This design comes from an exercise in tuning for small area and a short achievable clock period on the open sky130 flow, not from production work. Function not checked in this run: the RTL went through the layout flow alone. Power figures rest on the tool's default switching activity, not on a simulated workload.

==> flow/design.v <==
`timescale 1ns / 1ps
module mod (
    input logic clk,
    input logic reset,
    input logic [15:0] samp,
    output logic pull,
    output logic pdata
);
    localparam logic [39:0] TH = 40'h00014CCCCC;
    logic [7:0]  cnt;
    logic [15:0] sv;
    logic [39:2] xb;
    logic [39:8] pb;
    logic [0:0] q;
    logic [4:1] cx, cx_n;
    logic [3:1] cp, cp_n;
    logic        q_out;     
    logic        pull_r;    
    wire [39:0] xt = {xb, 2'b00} + ({39'd0, cx[1]} << 10) + ({39'd0, cx[2]} << 18) + ({39'd0, cx[3]} << 26) + ({39'd0, cx[4]} << 33);
    wire c0 = (xt >= TH) && !xt[39];
    wire c1 = (xt >= (TH << 1)) && (xt < (40'h8000000000 + TH));
    wire s1 = xb[8] ^ pb[8] ^ q[0];
    wire c2 = (xb[8] & pb[8]) | (xb[8] & q[0]) | (pb[8] & q[0]);
    wire s3 = xb[9] ^ pb[9] ^ q[0];
    wire c4 = (xb[9] & pb[9]) | (xb[9] & q[0]) | (pb[9] & q[0]);
    wire s5 = xb[10] ^ pb[10];
    wire c6 = xb[10] & pb[10];
    wire s7 = xb[11] ^ pb[11];
    wire c8 = xb[11] & pb[11];
    wire s9 = xb[12] ^ pb[12] ^ q[0];
    wire c10 = (xb[12] & pb[12]) | (xb[12] & q[0]) | (pb[12] & q[0]);
    wire s11 = xb[13] ^ pb[13] ^ q[0];
    wire c12 = (xb[13] & pb[13]) | (xb[13] & q[0]) | (pb[13] & q[0]);
    wire s13 = xb[14] ^ pb[14];
    wire c14 = xb[14] & pb[14];
    wire s15 = xb[15] ^ pb[15] ^ cp[1];
    wire c16 = (xb[15] & pb[15]) | (xb[15] & cp[1]) | (pb[15] & cp[1]);
    wire s17 = xb[16] ^ pb[16] ^ q[0];
    wire c18 = (xb[16] & pb[16]) | (xb[16] & q[0]) | (pb[16] & q[0]);
    wire s19 = xb[17] ^ pb[17] ^ q[0];
    wire c20 = (xb[17] & pb[17]) | (xb[17] & q[0]) | (pb[17] & q[0]);
    wire s21 = xb[18] ^ pb[18];
    wire c22 = xb[18] & pb[18];
    wire s23 = xb[19] ^ pb[19];
    wire c24 = xb[19] & pb[19];
    wire s25 = xb[20] ^ pb[20] ^ q[0];
    wire c26 = (xb[20] & pb[20]) | (xb[20] & q[0]) | (pb[20] & q[0]);
    wire s27 = xb[21] ^ pb[21] ^ q[0];
    wire c28 = (xb[21] & pb[21]) | (xb[21] & q[0]) | (pb[21] & q[0]);
    wire s29 = xb[22] ^ pb[22] ^ cp[2];
    wire c30 = (xb[22] & pb[22]) | (xb[22] & cp[2]) | (pb[22] & cp[2]);
    wire s31 = xb[23] ^ pb[23] ^ q[0];
    wire c32 = (xb[23] & pb[23]) | (xb[23] & q[0]) | (pb[23] & q[0]);
    wire s33 = xb[24] ^ pb[24] ^ q[0];
    wire c34 = (xb[24] & pb[24]) | (xb[24] & q[0]) | (pb[24] & q[0]);
    wire s35 = xb[25] ^ pb[25] ^ cp[3];
    wire c36 = (xb[25] & pb[25]) | (xb[25] & cp[3]) | (pb[25] & cp[3]);
    wire s37 = xb[26] ^ pb[26] ^ q[0];
    wire c38 = (xb[26] & pb[26]) | (xb[26] & q[0]) | (pb[26] & q[0]);
    wire s39 = xb[27] ^ pb[27] ^ q[0];
    wire c40 = (xb[27] & pb[27]) | (xb[27] & q[0]) | (pb[27] & q[0]);
    wire s41 = xb[28] ^ pb[28] ^ q[0];
    wire c42 = (xb[28] & pb[28]) | (xb[28] & q[0]) | (pb[28] & q[0]);
    wire s43 = xb[29] ^ pb[29] ^ q[0];
    wire c44 = (xb[29] & pb[29]) | (xb[29] & q[0]) | (pb[29] & q[0]);
    wire s45 = xb[30] ^ pb[30] ^ q[0];
    wire c46 = (xb[30] & pb[30]) | (xb[30] & q[0]) | (pb[30] & q[0]);
    wire s47 = xb[31] ^ pb[31] ^ q[0];
    wire c48 = (xb[31] & pb[31]) | (xb[31] & q[0]) | (pb[31] & q[0]);
    wire s49 = xb[32] ^ pb[32] ^ q[0];
    wire c50 = (xb[32] & pb[32]) | (xb[32] & q[0]) | (pb[32] & q[0]);
    wire s51 = xb[33] ^ pb[33] ^ q[0];
    wire c52 = (xb[33] & pb[33]) | (xb[33] & q[0]) | (pb[33] & q[0]);
    wire s53 = xb[34] ^ pb[34] ^ q[0];
    wire c54 = (xb[34] & pb[34]) | (xb[34] & q[0]) | (pb[34] & q[0]);
    wire s55 = xb[35] ^ pb[35] ^ q[0];
    wire c56 = (xb[35] & pb[35]) | (xb[35] & q[0]) | (pb[35] & q[0]);
    wire s57 = xb[36] ^ pb[36] ^ q[0];
    wire c58 = (xb[36] & pb[36]) | (xb[36] & q[0]) | (pb[36] & q[0]);
    wire s59 = xb[37] ^ pb[37] ^ q[0];
    wire c60 = (xb[37] & pb[37]) | (xb[37] & q[0]) | (pb[37] & q[0]);
    wire s61 = xb[38] ^ pb[38] ^ q[0];
    wire c62 = (xb[38] & pb[38]) | (xb[38] & q[0]) | (pb[38] & q[0]);
    wire s63 = xb[39] ^ pb[39] ^ q[0];
    wire c64 = (xb[39] & pb[39]) | (xb[39] & q[0]) | (pb[39] & q[0]);
    wire [8:0] xs65 = {1'b0, s3, s1, xb[7], xb[6], xb[5], xb[4], xb[3], xb[2]} + {1'b0, c2, 1'b0, 1'b0, 1'b0, q[0], q[0], 1'b0, q[0]} + 9'(1'b0);
    assign cx_n[1] = xs65[8];
    wire [8:0] xs66 = {1'b0, s19, s17, s15, s13, s11, s9, s7, s5} + {1'b0, c18, c16, c14, c12, c10, c8, c6, c4} + 9'(cx[1]);
    assign cx_n[2] = xs66[8];
    wire [8:0] xs67 = {1'b0, s35, s33, s31, s29, s27, s25, s23, s21} + {1'b0, c34, c32, c30, c28, c26, c24, c22, c20} + 9'(cx[2]);
    assign cx_n[3] = xs67[8];
    wire [7:0] xs68 = {1'b0, s49, s47, s45, s43, s41, s39, s37} + {1'b0, c48, c46, c44, c42, c40, c38, c36} + 8'(cx[3]);
    assign cx_n[4] = xs68[7];
    wire [7:0] xs69 = {1'b0, s63, s61, s59, s57, s55, s53, s51} + {1'b0, c62, c60, c58, c56, c54, c52, c50} + 8'(cx[4]);
    wire [7:0] ps70 = {1'b0, pb[14], pb[13], pb[12], pb[11], pb[10], pb[9], pb[8]} + {1'b0, sv[6], sv[5], sv[4], sv[3], sv[2], sv[1], sv[0]} + 8'(1'b0);
    assign cp_n[1] = ps70[7];
    wire [7:0] ps71 = {1'b0, pb[21], pb[20], pb[19], pb[18], pb[17], pb[16], pb[15]} + {1'b0, sv[13], sv[12], sv[11], sv[10], sv[9], sv[8], sv[7]} + 8'(cp[1]);
    assign cp_n[2] = ps71[7];
    wire [3:0] ps72 = {1'b0, pb[24], pb[23], pb[22]} + {1'b0, q[0], sv[15], sv[14]} + 4'(cp[2]);
    assign cp_n[3] = ps72[3];
    wire [15:0] ps73 = {1'b0, pb[39], pb[38], pb[37], pb[36], pb[35], pb[34], pb[33], pb[32], pb[31], pb[30], pb[29], pb[28], pb[27], pb[26], pb[25]} + {1'b0, q[0], q[0], q[0], q[0], q[0], q[0], q[0], q[0], q[0], q[0], q[0], q[0], q[0], q[0], q[0]} + 16'(cp[3]);
    wire [39:2] xb_n = {xs69[6], xs69[5], xs69[4], xs69[3], xs69[2], xs69[1], xs69[0], xs68[6], xs68[5], xs68[4], xs68[3], xs68[2], xs68[1], xs68[0], xs67[7], xs67[6], xs67[5], xs67[4], xs67[3], xs67[2], xs67[1], xs67[0], xs66[7], xs66[6], xs66[5], xs66[4], xs66[3], xs66[2], xs66[1], xs66[0], xs65[7], xs65[6], xs65[5], xs65[4], xs65[3], xs65[2], xs65[1], xs65[0]};
    wire [39:8] pb_n = {ps73[14], ps73[13], ps73[12], ps73[11], ps73[10], ps73[9], ps73[8], ps73[7], ps73[6], ps73[5], ps73[4], ps73[3], ps73[2], ps73[1], ps73[0], ps72[2], ps72[1], ps72[0], ps71[6], ps71[5], ps71[4], ps71[3], ps71[2], ps71[1], ps71[0], ps70[6], ps70[5], ps70[4], ps70[3], ps70[2], ps70[1], ps70[0]};
    always_ff @(posedge clk or posedge reset) begin
        if (reset) begin
            cnt <= 8'hFF;
            pull_r <= 1'b1;
            sv  <= '0;
            xb  <= '0;
            pb  <= '0;
            q   <= '0;
            q_out <= 1'b0;
            cx  <= '0;
            cp  <= '0;
        end else begin
            cnt <= cnt + 8'd1;
            pull_r <= (cnt == 8'hFE);
            if (cnt == 8'hFF) sv <= samp;
            xb  <= xb_n;
            pb  <= pb_n;
            cx  <= cx_n;
            cp  <= cp_n;
            q[0] <= q[0] ? c1 : c0;
            q_out <= q_out ? c1 : c0;
        end
    end
    assign pull  = pull_r;
    assign pdata = q_out;
endmodule
==> flow/flow/run.sh <==
#!/bin/bash
# The standard layout (the standard.sh), but without Yosys's full-adder
# extraction (ADDER_MAP_FILE empty): ABC then maps the adders itself, into
# faster gates than the fixed sky130 fa/ha cells. Registers are unchanged.
set -euo pipefail
bash standard.sh ADDER_MAP_FILE=  finish > standard_flow.log 2>&1
==> flow/standard.sh <==
#!/bin/bash
# synth_recipe.tcl (not shown) runs the flow's synth.tcl, then flattens the netlist and writes it again
# the make line also repeats each setting of config.mk as NAME=value (left out here)
make -C /OpenROAD-flow-scripts/flow DESIGN_CONFIG=/design/flow/config.mk WORK_HOME=/design/flow/orfs CLKGATE_MAP_FILE= SYNTH_SCRIPT=/design/flow/synth_recipe.tcl "${@:-finish}"
==> flow/config.mk <==
export PLATFORM = sky130hd
export DESIGN_NAME = mod
export DESIGN_NICKNAME = mod
export VERILOG_FILES = /design/flow/design.v
export SDC_FILE = /design/flow/constraint.sdc
export NUM_CORES = 4
export LEC_CHECK = 0
export ABC_AREA = 1
export CAP_MARGIN = 20
export CORE_MARGIN = 2
export CORE_UTILIZATION = 40
export SETUP_SLACK_MARGIN = 2.8
export SLEW_MARGIN = 20
==> flow/constraint.sdc <==
create_clock -name core_clock -period 5.2 [get_ports {clk}]
set_input_delay 1.0400 -clock core_clock [delete_from_list [all_inputs] [get_ports {clk}]]
set_output_delay 1.0400 -clock core_clock [all_outputs]
set_load 0.01 [all_outputs]
==> run summary <==
Yosys cell counts, drive strengths merged:
master / instances
nor2b: 1
or3: 2
a21oi: 37
a21o: 2
clkbuf: 2
buf: 10
o22ai: 3
nand4: 13
xnor2: 27
nor2: 144
a31oi: 5
maj3: 2
nand3b: 5
and2: 2
inv: 152
nand2: 418
o21a: 2
nand3: 71
a21boi: 5
nand2b: 1
dfstp: 9
clkinv: 1
dfrtp: 95
o21ai: 32
nor3: 18
a22o: 1
or2: 17
xor2: 83
o211ai: 2
nor4: 2
where the power goes:
group / switching, W / internal [W]
sequential: 0 / 0.000808
combinational: 0.0000177 / 0.0000127
clock: 0.000345 / 0.000339
placed cells by master, fill, tap and decap left out, drive strengths merged, types with 3 or more instances in the layout:
master,Yosys,routed
a21boi,5,5
clkbuf,2,11
nand4,13,13
o22ai,3,3
nand3,71,71
nand3b,5,5
xor2,83,83
nor2,144,144
clkdlybuf4s50,0,18
a31oi,5,5
o21ai,32,32
dfstp,9,9
nor3,18,18
clkinv,1,3
dfrtp,95,95
nand2,418,418
buf,10,11
inv,152,155
or2,17,17
xnor2,27,27
a21oi,37,37
area by class of cell:
| cell class | instances | area, µm² |
|---|---|---|
| Fill cell | 2005 | 10600 |
| Multi-Input combinational cell | 895 | 4590 |
| Timing Repair Buffer | 31 | 319 |
| Clock buffer | 10 | 229 |
| Clock inverter | 6 | 60.1 |
| Tap cell | 265 | 332 |
| Sequential cell | 104 | 2630 |
| Inverter | 153 | 586 |
timing repair:
item / CTS / global route
setup endpoints to repair: 35 / 21
setup buffers: 0 / 10
gates resized for setup: 4 / 20
metrics by stage:
step | hold WS [ps] | total power, W | utilization (%) | worst slack, ps | area, µm²
3_5_place_dp | 475 | 0.000856 | 42.9 | 2610 | 8300
4_1_cts | 494 | 0.00155 | 44.5 | 2820 | 8600
2_1_floorplan | 454 | 0.000836 | - | 2920 | 7840
5_1_grt | 507 | 0.00159 | 45.3 | 2790 | 8750
3_3_place_gp | 477 | 0.000856 | 42.9 | 2640 | 8300
6_report | 491 | 0.00152 | 45.3 | 2870 | 8750
logic make-up (layout without fill, tap and decap cells):
logic type,Yosys count,after routing,share of synthesized area [%]
compound gates,89,89,6.78
fa+ha+maj,2,2,0.255
simple gates,694,694,38.7
xor+xnor,110,110,12.4
flops,104,104,33.3
buf+inv,165,200,8.57
state kept, by name, indices dropped and copies added (netlist names):
| register | flops |
|---|---|
| cp | 3 |
| cnt | 8 |
| q | 1 |
| sv | 16 |
| pb | 32 |
| xb | 38 |
| cx | 4 |
| pull_r | 1 |
| q_out | 1 |
per-layer routing:
layer / wire length (µm) / GRT usage [%] / share of wire [%]
met5: 0 / 0 / 0
met4: 384 / 5.73 / 2.3
met3: 575 / 3.41 / 3.4
met2: 7870 / 29.0 / 47
met1: 8010 / 22.9 / 48
final timing paths:
path,from,end
min in group asynchronous,reset,xb[37]
hold reg to reg,cnt[0],cnt[0]
hold / removal,cnt[0],cnt[0]
setup / recovery,q_out,pdata
setup reg to reg,q,xb[32]
max in group asynchronous,reset,cnt[3]
==> reports/metrics.cfg <==
[status]
outcome=timing/DRC/antenna clean

[die]
fp.dieArea_mm2=0.0207
start_util_pct=40.5
die_y_um=144
coreArea_mm2=0.0193
rows=51
die_w_um=144
ioPinCount=20

[detailed_routing]
firstDrtPassIters=4
wl_per_cell_um=11.5
drt-initial-drc-count=300
vias_per_cell=4.65
wl_um=16800
drtAntennaViolNets=0
drc_errors=0
num_vias=6814

[timing]
finalCritPeriodShare_pct=44.8
finalSetupViolCount=0
fin_crit_ps=2330
slew-limit-headroom_pct=35.7
worstMarginPinSlew_ps=962
rsz0062_at_grt=yes
hold_viol_final=0
fmax_ghz=0.429
finalSetupTns_ps=0
maxSlewViolCount=0
skew_ps=6.55

[synthesis]
synth_cell_type_count=50
synth_area_leaders=dfrtp_1 (30%), nand2_1 (19%), xor2_1 (9.3%), inv_1 (6.2%), nor2_1 (5.6%)
ys_seq_elements=104
ys_warn_count=1
netlist_area_mm2=0.00784
ys_seq_area_share_pct=33.3
yosysTopAreaCellShare_pct=30.3
synthCells=1164
syn_avg_cell_area_um2=6.74
yosysTopAreaCell=dfrtp_1
syn_nets=1182

[global_route]
antenna_found_initial=0
grt_pass1_vias=6394
grt_overflow=0
grt_pass1_wl_um=29000
grt_max_degree=67
grt_use_total_pct=17.5

[clock_network]
cts_buffer_depth=2
hold_buffers=0
clkTransAtPathRegs_ps=80
cts_buffers=9
cts_sinks=104
clockRootBuffer=clkbuf_16
clkLatencyLatePin_ps=370
htreeDepth=3
cts_tree=done

[critical_path]
crit_slowest_cell=clkdlybuf4s50_1
ff2ff_path_depth=12
arrival_ps=1290
path_buf_inv=1
reg2reg_slack_ps=2960
cp_num_cells=1
worstPathRequired_ps=4160
cp_max_fo=3
cp_slowest_stage_delay_ps=550
cp-end-kind=output pin
cp_cell_sequence=clkdlybuf4s50_1
cp-start-kind=flop
setup.worst_path.class=flop to output pin
cp_top_family=buffers and inverters

[place]
dp.cells=1438
place_hpwl_um=12800
place_congestion=0.890
portBuffers=19

[cells_and_area]
area_growth_pct=11.6
drive_above_1_share_pct=12.3
diodes=0
stdcell_count=1464
nets=1212

[worst_hold_path]
whs_path_depth=1
min-delay-path-class=flop to flop

[job]
drv_cap=0

[power_and_ir_drop]
peakVddDrop_uv=142
power.density_mw_per_mm2=174
leakage_nw=4.58

-- port drivers added, routing unchanged --
Ports are ideal in the flow. The routed layout listed here was re-timed in OpenROAD.
Step 1 assumes that a clkbuf_16 drives the clock port and a buf_2 every other input.
Step 2 times the ports against the registers' clock, not the clock port: input delays grow and output delays shrink by t, the midpoint of the rising clock arrivals with the driver on.
a / b / c = ideal ports / drivers / drivers and shift; a / b = the first two.
t (ns): 0.407
setup slack, ns: 2.868 / 2.823 / 2.723
pins driven straight from the clock port: 1
After both steps this run still meets setup and hold. For this run, drivers alone change the setup slack by -0.045 ns; drivers and shift together by -0.145 ns. The worst setup slack also covers recovery checks on asynchronous resets.
